What follows belongs to an exercise in optimizing a design on an open flow for small area, a short achievable clock period and few clock cycles; a production flow would make more cautious choices.
Function was not checked in any run shown here: the RTL went through the layout flow alone.

==> flow/design.v, too long to show whole: its modules and the start of the top module <==
// module SNN: 1636 lines
module SNN(
	clk,
	rst_n,
	in_valid,
	img,
	ker,
	weight,
	out_valid,
	out_data
);
  // ...
==> flow/run.sh <==
#!/bin/bash
# synth_recipe.tcl (not shown) runs the flow's synth.tcl, then flattens the netlist and writes it again
# the make line also repeats each setting of config.mk as NAME=value (left out here)
make -C /OpenROAD-flow-scripts/flow DESIGN_CONFIG=/design/flow/config.mk WORK_HOME=/design/flow/orfs CLKGATE_MAP_FILE= SYNTH_SCRIPT=/design/flow/synth_recipe.tcl finish
==> flow/config.mk <==
export PLATFORM = sky130hd
export DESIGN_NAME = SNN
export DESIGN_NICKNAME = SNN
export VERILOG_FILES = /design/flow/design.v
export SDC_FILE = /design/flow/constraint.sdc
export NUM_CORES = 4
export LEC_CHECK = 0
export CAP_MARGIN = 20
export CORE_MARGIN = 2
export CORE_UTILIZATION = 65
export CTS_BUF_LIST = sky130_fd_sc_hd__clkbuf_4 sky130_fd_sc_hd__clkbuf_8 sky130_fd_sc_hd__clkbuf_16
export CTS_CLUSTER_SIZE = 20
export SLEW_MARGIN = 20
==> flow/constraint.sdc <==
create_clock -name core_clock -period 15.0 [get_ports {clk}]
set_input_delay 3.0000 -clock core_clock [delete_from_list [all_inputs] [get_ports {clk}]]
set_output_delay 3.0000 -clock core_clock [all_outputs]
set_load 0.01 [all_outputs]
==> results.txt, run 1 <==
==================================================================================
Ys async rst share ..................................................        5.03%
Share of the synthesized netlist area taken by xor and xnor gates ...        1.84%
Most common cell on crit path ....................................... sky130_fd_sc_hd__fa_1
TritonCTS clock tree ................................................          yes
Number of port buffers ..............................................           37
Synth Cell Area ..................................................... 39,500 sq um
Sequential standard cell area ....................................... 13,100 sq um
Total number of sequential cells ....................................          557
Die width ...........................................................       250 um
Filler cell count in the final layout ...............................        4,366
Worst Setup Slack, final ............................................      9.39 ns
Share of final-layout standard cells stronger than drive strength 1 .        4.48%
Post-CTS setup buffer count .........................................            0
Mux share of post-synthesis cell area ...............................       0.985%
Crit-path leading delay family ......................................  adder cells
Reg2Reg Setup Slack .................................................      9.39 ns
Resized cells post-CTS ..............................................            0
Met2 routed wirelength ..............................................    45,100 um
DIE HEIGHT ..........................................................       250 um
Worst Reg2Reg Path Length in Cells ..................................           14
Biggest Area Class .................................................. multi-input combinational cells
Sequential area share after synthesis ...............................        33.2%
Warnings, synthesis .................................................            5
Number of multi-input combinational cells in the layout .............        2,233
Startpoint type of the worst setup path .............................    flip-flop
Largest registers ................................................... lb x80, k x72
Outcome .............................................................  timing/DRC/antenna clean
Clock Buffer Count ..................................................           83
Multi-input gate share of total cell area ...........................        54.8%
Wirelength, routed ..................................................    94,800 um
Global Route met2 Usage .............................................        53.2%
Compound-Gate Fraction of Synth Area ................................        4.60%
Via count of the first global-routing pass ..........................       26,933
Max-cap violations ..................................................            0
==================================================================================
==> run 2: changes to the inputs <==
--- a/flow/config.mk
+++ b/flow/config.mk
@@ -9,5 +9,3 @@
 export CORE_MARGIN = 2
-export CORE_UTILIZATION = 65
-export CTS_BUF_LIST = sky130_fd_sc_hd__clkbuf_4 sky130_fd_sc_hd__clkbuf_8 sky130_fd_sc_hd__clkbuf_16
-export CTS_CLUSTER_SIZE = 20
+export CORE_UTILIZATION = 40
 export SLEW_MARGIN = 20
==> run 2 against run 1 <==
  * Synthesized area did not move
  * Still clean on timing, DRC and antenna
  * Critical path type unchanged
  * Worst hold slack improved by 0.051 ns
  * Sequential cell count did not move
  * Largest cell class unchanged
  * Highest routed layer unchanged
==> results.txt, run 2 <==
===========================================================================================
Most frequent cell after synthesis ........................................... sky130_fd_sc_hd__inv_1
Residual antenna-violating net count after detailed routing ..................            0
Area growth syn-to-layout ....................................................        10.1%
Routed WL per cell ...........................................................      19.2 um
Die width ....................................................................       318 um   +27%
Worst relative slew slack ....................................................        37.5%
Clock buffer depth ...........................................................            3
Register ranked first by flip-flop count .....................................           lb
Global Route met2 Usage ......................................................        31.4%   -22 points
Critical Path Sink Type ......................................................    flip-flop
Data arrival time of the worst path ..........................................      5.99 ns
Wirelength, routed ...........................................................    95,300 um   +0.57%
Initial Util .................................................................        40.2%
Ranking of synthesized cells by area ......................................... sky130_fd_sc_hd__fa_1 30%, sky130_fd_sc_hd__dfxtp_1 18%, sky130_fd_sc_hd__edfxtp_1 14%
Top-area cell type share of the netlist area .................................        30.2%
Part of the cycle the worst path needs .......................................        36.4%
Post-synth cell types ........................................................           70
Sequential area share after synthesis ........................................        33.2%   unchanged
DIE HEIGHT ...................................................................       318 um   +27%
Detailed Place HPWL ..........................................................    73,800 um
RSZ-0062 raised after global routing .........................................        false
Met1 Resource Use GR .........................................................        27.2%
Final RePlAce weighted congestion ............................................        0.869
Setup total negative slack ...................................................         0 ns
Initial DRT Pass Iterations ..................................................            4
Post-layout net count ........................................................        4,511
H-Tree Level Count ...........................................................            2
Post-Synthesis Net Count .....................................................        4,452
Predominant post-synthesis flop cell ......................................... sky130_fd_sc_hd__dfxtp_1
Aggregate global routing overflow ............................................            0
Count of hold-fix buffers inserted at cts ....................................            0
Type of the worst setup path .................................................      reg2reg
Largest fanout on the critical path ..........................................            7
Most common cell after layout, fill and taps aside ........................... sky130_fd_sc_hd__inv_1
Via density ..................................................................         4.84
Number of buffers created by CTS .............................................           59
Area of all placed cells without fillers ..................................... 43,500 sq um
Number of standard-cell rows in the floorplan ................................          115
Max Freq .....................................................................    0.183 GHz
Detailed-route via count .....................................................       24,061
Worst Max-Slew Pin Slew ......................................................     0.933 ns
Post-CTS setup buffer count ..................................................            0   unchanged
Number of hold violations in the final report ................................            0
Clock latency of the later-clocked register in the worst-skew pair ...........      0.66 ns
Worst hold-check path type ...................................................      reg2reg
Max-cap violations ...........................................................            0   unchanged
Multi-input combinational cell area .......................................... 23,400 sq um
Residual DRC count ...........................................................            0
Sequential standard cell area ................................................ 13,100 sq um   about the same
Share of final-layout standard cells stronger than drive strength 1 ..........        4.31%   -0.17 points
Clock sink count .............................................................          557
Placed cell areas ............................................................ 41,400 sq um
Most instantiated cells after synthesis ...................................... 729 x sky130_fd_sc_hd__inv_1, 595 x sky130_fd_sc_hd__fa_1, 503 x sky130_fd_sc_hd__and2_1
Startpoint type of the worst setup path ......................................    flip-flop
Global-route wire length before repair .......................................   151,000 um
Via count of the first global-routing pass ...................................       25,970   -3.6%
Number of port buffers .......................................................           37   unchanged
Final critical path time including I/O delays and setup ......................      5.47 ns
Pin count of the biggest net entering global routing .........................           59
FF+latch count, synth ........................................................          557
Critical path data required time .............................................     15.52 ns
Post-synthesis cell type with the largest combined area ...................... sky130_fd_sc_hd__fa_1
Filler cell count in the final layout ........................................        9,240   +110%
Warnings, synthesis ..........................................................            5   unchanged
Area enclosed by the die boundary ............................................ 101,000 sq um
Final clock skew .............................................................    0.0345 ns
Final-report max-slew violation count ........................................            0
Root cell of the clock tree .................................................. sky130_fd_sc_hd__clkbuf_16
Outcome ......................................................................  timing/DRC/antenna clean
Std-Cell Core Area ........................................................... 98,100 sq um
GR Util All Layers ...........................................................        19.4%
Resized cells post-CTS .......................................................            0   unchanged
Largest registers ............................................................ lb x80, k x72
Post-synth EDFFs .............................................................          182
Cell count after synthesis ...................................................        3,575
Met3 Usage GRT ...............................................................        3.05%
Finish-stage setup viols .....................................................            0
Synth Cell Area .............................................................. 39,500 sq um   unchanged
Number of design-rule violations left by the first detailed-router iteration .        1,440
Antenna violations before repair .............................................            2
Ys async rst share ...........................................................        5.03%   unchanged
Layer with the highest usage after global routing ............................         met2
Clock Pin Slew Worst Setup and Hold Paths ....................................      0.07 ns
Avg Synthesized Cell Area ....................................................   11.0 sq um
Boundary pin count ...........................................................           38
Largest register FFs .........................................................           80
TritonCTS clock tree .........................................................          yes
Top library cells by usage in the layout, fill and taps aside ................ 729 x sky130_fd_sc_hd__inv_1, 595 x sky130_fd_sc_hd__fa_1, 503 x sky130_fd_sc_hd__and2_1
===========================================================================================
==> run 2: cell counts after synthesis <==
Identical to the previous run, type by type.
==> run 2: cells by family (layout without fill, tap and decap cells) <==
logic type      count (synthesis)  count (layout)  synth area share (%)
mux                            36              36                 0.985
compound gates                275             275                  4.60
fa+ha+maj                     850             850                  38.2
other cells                     0               2                     0
buf+inv                       785             895                  7.47
xor+xnor                       83              83                  1.84
flops                         557             557                  33.2
simple gates                  989             989                  13.7
==> run 2: metal layers <==
metal	wire, um	up-vias
met2	43700	532
met1	44400	12202
met4	2360	0
li1	-	11194
met5	0	-
met3	4930	133
==> run 2: final timing paths <==
kind | from | cells past startpoint | slack, ns | to
max in group asynchronous | rst_n | 1 | 11.90 | v6
hold reg to reg | lb[2][7] | 0 | 0.32 | lb[3][7]
setup / recovery | cv[12] | 16 | 9.53 | pbm[7]
setup reg to reg | cv[12] | 16 | 9.53 | pbm[7]
hold / removal | lb[2][7] | 0 | 0.32 | lb[3][7]
min in group asynchronous | rst_n | 1 | 2.48 | col1[0]
==> run 2: stage by stage <==
| step | cells | util (%) | setup WS, ns | hold WS, ns |
|---|---|---|---|---|
| final | 4974 | 44.3 | 9.53 | 0.320 |
| after detailed placement | 4859 | 42.2 | 9.46 | 0.312 |
| after floorplan | 3575 | - | 10.18 | 0.310 |
| after CTS | 4971 | 44.3 | 9.45 | 0.322 |
| after global routing | 4972 | 44.3 | 9.16 | 0.332 |
| after global placement | 4859 | 42.2 | 9.53 | 0.310 |
==> run 2: area by class of cell <==
cell class | instances | area share [%]
Multi-Input combinational cell | 2233 | 54.0
Sequential cell | 557 | 30.2
Inverter | 733 | 6.33
Clock buffer | 78 | 3.95
Tap cell | 1287 | 3.70
Timing Repair Buffer | 50 | 1.08
Clock inverter | 34 | 0.797
Antenna cell | 2 | 0.0115
==> run 2: worst max-delay path, cell delays in order (launching register included) <==
cell	delay, ns
sky130_fd_sc_hd__dfxtp_1	0.55
sky130_fd_sc_hd__inv_1	0.23
sky130_fd_sc_hd__fa_1	0.56
sky130_fd_sc_hd__inv_1	0.10
sky130_fd_sc_hd__fa_1	0.51
sky130_fd_sc_hd__inv_1	0.05
sky130_fd_sc_hd__fa_1	0.41
sky130_fd_sc_hd__fa_1	0.51
sky130_fd_sc_hd__inv_1	0.04
sky130_fd_sc_hd__ha_1	0.29
sky130_fd_sc_hd__nand4_1	0.14
sky130_fd_sc_hd__nor3_1	0.07
sky130_fd_sc_hd__a211oi_1	0.64
sky130_fd_sc_hd__o31ai_1	0.31
sky130_fd_sc_hd__a211o_1	0.34
sky130_fd_sc_hd__a311o_1	0.33
sky130_fd_sc_hd__mux2_2	0.26

[what the ideal ports hide]
The results above use ideal ports. As a check the final layouts listed here were re-extracted and re-timed, cells and wires unchanged. Step 1, drivers: a clkbuf_16 drives clk and a buf_2 each remaining input, both assumed. Step 2 moves the port delays by t, midway between the first and last clock arrival at a register: inputs arrive t later, outputs are due t later. That takes back most of the time a late clock gives input paths. Three values: ideal, step 1, step 2; two values: the first two.
| run | t, ns | setup slack, ns | worst setup path after step 2 | worst register clock-pin slew, ns | worst data-port slew with drivers (ns) |
|---|---|---|---|---|---|
| run 1 | 0.702 | 9.385 / 9.385 / 9.385 | register to register | 0.07 / 0.07 | 0.04 |
| run 2 | 0.710 | 9.534 / 9.534 / 9.534 | register to register | 0.07 / 0.07 | 0.04 |
After both steps every run listed still meets setup and hold.
